This design comes from an exercise in tuning for small area on the open sky130 flow, not from production work. The RTL was checked by simulation tests, not by an equivalence proof against the original design. No driver is modelled on the clock port, so clocking that relies on it looks cheaper here than on a real chip. Power figures rest on the tool's default switching activity, not on a simulated workload.

## Greedy_snake
module Greedy_snake
(
	input Clk,
	input Rst_n,
	input Left,
	input Right,
	input Up,
	input Down,
	output VSYNC_Sig_out,
	output HSYNC_Sig_out,
	output [4:0] VGA_red_o,
	output [5:0] VGA_green_o,
	output [4:0] VGA_blue_o,
	output vga_blank,
	output vga_sync,
	output [7:0] Smg_duan,
	output [3:0] Smg_we
);
Size in the first run: roughly 980 cells after synthesis, ~190 flip-flops, ~38 I/O pins, about 9800 sq um of cells after synthesis.
==> flow/config.mk <==
export PLATFORM = sky130hd
export DESIGN_NAME = Greedy_snake
export DESIGN_NICKNAME = Greedy_snake
export VERILOG_FILES = /design/flow/design.v
export SDC_FILE = /design/flow/constraint.sdc
export NUM_CORES = 4
export LEC_CHECK = 0
export CAP_MARGIN = 0
export CORE_MARGIN = 2
export CORE_UTILIZATION = 80
export PLACE_DENSITY = 0.9
export SLEW_MARGIN = 0
==> flow/constraint.sdc <==
create_clock -name core_clock -period 10.0 [get_ports {Clk}]
set_input_delay 2.0000 -clock core_clock [delete_from_list [all_inputs] [get_ports {Clk}]]
set_output_delay 2.0000 -clock core_clock [all_outputs]
set_load 0.01 [all_outputs]
standard.sh (not shown) runs the stock make flow with config.mk's settings and CLKGATE_MAP_FILE= SYNTH_SCRIPT=/design/flow/synth_recipe.tcl, a recipe that flattens the netlist after the stock synthesis.
==> flow/flow/run.sh <==
#!/bin/bash
# Layout flow: the standard ORFS flow (standard.sh) with three changes:
#  - synthesis: the standard synthesis script, but the combinational logic
#    is mapped with an area-oriented ABC script (abc_mine.script, no delay
#    target) and without the full-adder extraction; the registers are the
#    standard synthesis's (same passes up to flip-flop mapping);
#  - clock tree: small sink clusters of clkbuf_4 and no dummy loads; if the
#    clock tree tool finds no clustering solution with those limits, the
#    clock tree is built again with clusters of clkbuf_8 (which keep the
#    flip-flop clock slew low without clustering too);
#  - port buffers: minimum-size buffers.
# The make output goes to flow_make.log; each ORFS step keeps its own log
# under orfs/logs/.
set -euo pipefail
W=$PWD
export MY_ABC_SCRIPT=$W/flow/abc_mine.script
COMMON=(
  "SYNTH_SCRIPT=$W/flow/synth_recipe_area.tcl"
  "ADDER_MAP_FILE="
  "BUFFER_PORTS_ARGS=-buffer_cell sky130_fd_sc_hd__buf_1"
)
CTS="CTS_ARGS=-sink_clustering_enable -repair_clock_nets -dont_use_dummy_load -sink_clustering_size 8 -sink_clustering_max_diameter 40 -buf_list {sky130_fd_sc_hd__clkbuf_4}"
CTS_BIG="CTS_ARGS=-sink_clustering_enable -repair_clock_nets -dont_use_dummy_load -sink_clustering_size 14 -sink_clustering_max_diameter 70 -buf_list {sky130_fd_sc_hd__clkbuf_8}"
bash standard.sh "${COMMON[@]}" "$CTS" cts > flow_make.log 2>&1
CTS_LOG=$(ls "$W"/orfs/logs/*/Greedy_snake/base/4_1_cts.log)
if ! grep -q "A clustering solution was found" "$CTS_LOG"; then
  echo "no clustering solution with clkbuf_4; building the clock tree with clkbuf_8" >> flow_make.log
  cp "$CTS_LOG" "$W/cts_clkbuf4_attempt.log"
  bash standard.sh "${COMMON[@]}" "$CTS" clean_cts >> flow_make.log 2>&1
  CTS="$CTS_BIG"
  bash standard.sh "${COMMON[@]}" "$CTS" cts >> flow_make.log 2>&1
fi
bash standard.sh "${COMMON[@]}" "$CTS" finish >> flow_make.log 2>&1
Other scripts of this flow, unchanged in this note and not shown: flow/flow/abc_mine.script, flow/flow/synth_recipe_area.tcl
The baseline finished clean.
Then changed:
--- a/flow/flow/run.sh
+++ b/flow/flow/run.sh
@@ -22 +22 @@
-CTS="CTS_ARGS=-sink_clustering_enable -repair_clock_nets -dont_use_dummy_load -sink_clustering_size 8 -sink_clustering_max_diameter 40 -buf_list {sky130_fd_sc_hd__clkbuf_4}"
+CTS="CTS_ARGS=-sink_clustering_enable -repair_clock_nets -dont_use_dummy_load -sink_clustering_size 10 -sink_clustering_max_diameter 50 -buf_list {sky130_fd_sc_hd__clkbuf_4}"
The new run went through all stages and came out clean.
Sequential share of layout area is unchanged.
Final area stays the same.
Cell count stays the same.

* * *

Greedy_snake, a different RTL version from the one above (not shown whole).
For scale: roughly 200 flip-flops, about 38 I/O pins, roughly 10000 µm² of cells after synthesis.
// Greedy_snake
module Greedy_snake
(
	input Clk,
	input Rst_n,
	input Left,
	input Right,
	input Up,
	input Down,
	output VSYNC_Sig_out,
	output HSYNC_Sig_out,
	output [4:0] VGA_red_o,
	output [5:0] VGA_green_o,
	output [4:0] VGA_blue_o,
	output vga_blank,
	output vga_sync,
	output [7:0] Smg_duan,
	output [3:0] Smg_we
);
Settings: LEC_CHECK=0, CAP_MARGIN=0, CORE_MARGIN=2, CORE_UTILIZATION=80, PLACE_DENSITY=0.9, SLEW_MARGIN=0; clock period 10.0 ns.
==> flow/flow/run.sh <==
#!/bin/bash
# Layout flow: the standard ORFS flow (standard.sh) with three changes:
#  - synthesis: the standard synthesis script, but the combinational logic
#    is mapped with an area-oriented ABC script (abc_mine.script, no delay
#    target) and without the full-adder extraction; the registers are the
#    standard synthesis's (same passes up to flip-flop mapping);
#  - clock tree: small sink clusters of clkbuf_4 and no dummy loads; if the
#    clock tree tool finds no clustering solution with those limits, the
#    clock tree is built again with clusters of clkbuf_8 (which keep the
#    flip-flop clock slew low without clustering too);
#  - port buffers: minimum-size buffers.
# The make output goes to flow_make.log; each ORFS step keeps its own log
# under orfs/logs/.
set -euo pipefail
W=$PWD
export MY_ABC_SCRIPT=$W/flow/abc_mine.script
COMMON=(
  "SYNTH_SCRIPT=$W/flow/synth_recipe_area.tcl"
  "ADDER_MAP_FILE="
  "BUFFER_PORTS_ARGS=-buffer_cell sky130_fd_sc_hd__buf_1"
)
CTS="CTS_ARGS=-sink_clustering_enable -repair_clock_nets -dont_use_dummy_load -sink_clustering_size 10 -sink_clustering_max_diameter 50 -buf_list {sky130_fd_sc_hd__clkbuf_4}"
CTS_BIG="CTS_ARGS=-sink_clustering_enable -repair_clock_nets -dont_use_dummy_load -sink_clustering_size 14 -sink_clustering_max_diameter 70 -buf_list {sky130_fd_sc_hd__clkbuf_8}"
bash standard.sh "${COMMON[@]}" "$CTS" cts > flow_make.log 2>&1
CTS_LOG=$(ls "$W"/orfs/logs/*/Greedy_snake/base/4_1_cts.log)
if ! grep -q "A clustering solution was found" "$CTS_LOG"; then
  echo "no clustering solution with clkbuf_4; building the clock tree with clkbuf_8" >> flow_make.log
  cp "$CTS_LOG" "$W/cts_clkbuf4_attempt.log"
  bash standard.sh "${COMMON[@]}" "$CTS" clean_cts >> flow_make.log 2>&1
  CTS="$CTS_BIG"
  bash standard.sh "${COMMON[@]}" "$CTS" cts >> flow_make.log 2>&1
fi
bash standard.sh "${COMMON[@]}" "$CTS" finish >> flow_make.log 2>&1
Other scripts of this flow, unchanged in this note and not shown: flow/flow/abc_mine.script, flow/flow/synth_recipe_area.tcl
The baseline passed the timing, design-rule and antenna checks.
==> next run, changes <==
--- a/flow/config.mk
+++ b/flow/config.mk
@@ -10,0 +11 @@
+export GPL_TIMING_DRIVEN = 0
The changed run completed with no timing, DRC or antenna violations; wire length is lower by about 1.8%; final area increases by about 2%; hold slack gets better by 0.059 ns; clock-buffer cell count does not change; cell count climbs by 1.8%; non-clock buffer count is higher by 22; global-route usage falls by 0.65 points; die area is unchanged; total power is higher by 0.63%; via count shrinks by about 0.33%; synthesized area is unchanged.
==> next run, changes <==
--- a/flow/config.mk
+++ b/flow/config.mk
@@ -8 +8 @@
-export CAP_MARGIN = 0
+export CAP_MARGIN = 20
@@ -11 +10,0 @@
-export GPL_TIMING_DRIVEN = 0
@@ -13 +12 @@
-export SLEW_MARGIN = 0
+export SLEW_MARGIN = 20
What happened: The changed run completed with no timing, DRC or antenna violations. Cell area fell by about 1.7%. Die area does not change. Synthesized cell count does not change.

-- re-timing with driven ports --
The results above use ideal ports. As a check the final layouts listed here were re-extracted and re-timed, cells and wires unchanged. Step 1 (the two cells are an assumption about what drives the block):
set clk [get_ports {Clk}]
set_driving_cell -lib_cell sky130_fd_sc_hd__clkbuf_16 $clk
set_driving_cell -lib_cell sky130_fd_sc_hd__buf_2 [delete_from_list [all_inputs] $clk]
Step 2 also shifts input and output timing later by t, the mid clock arrival at the registers, as if the neighbouring blocks saw the same clock. a / b / c = ideal ports / drivers / drivers and shift; a / b = the first two.
run | t (ns) | setup slack, ns | hold WS [ns]
the first run of note 1 | 0.506 | 5.556 / 5.556 / 5.556 | 0.376 / 0.376 / 0.376
the second run of note 1 | 0.506 | 5.556 / 5.556 / 5.556 | 0.376 / 0.376 / 0.376
the first run of note 2 | 0.504 | 5.158 / 5.158 / 5.158 | 0.370 / 0.370 / 0.370
the second run of note 2 | 0.509 | 4.243 / 4.243 / 4.243 | 0.429 / 0.429 / 0.429
the third run of note 2 | 0.499 | 5.140 / 5.140 / 5.140 | 0.370 / 0.370 / 0.370
After both steps setup and hold are still met in every run listed.
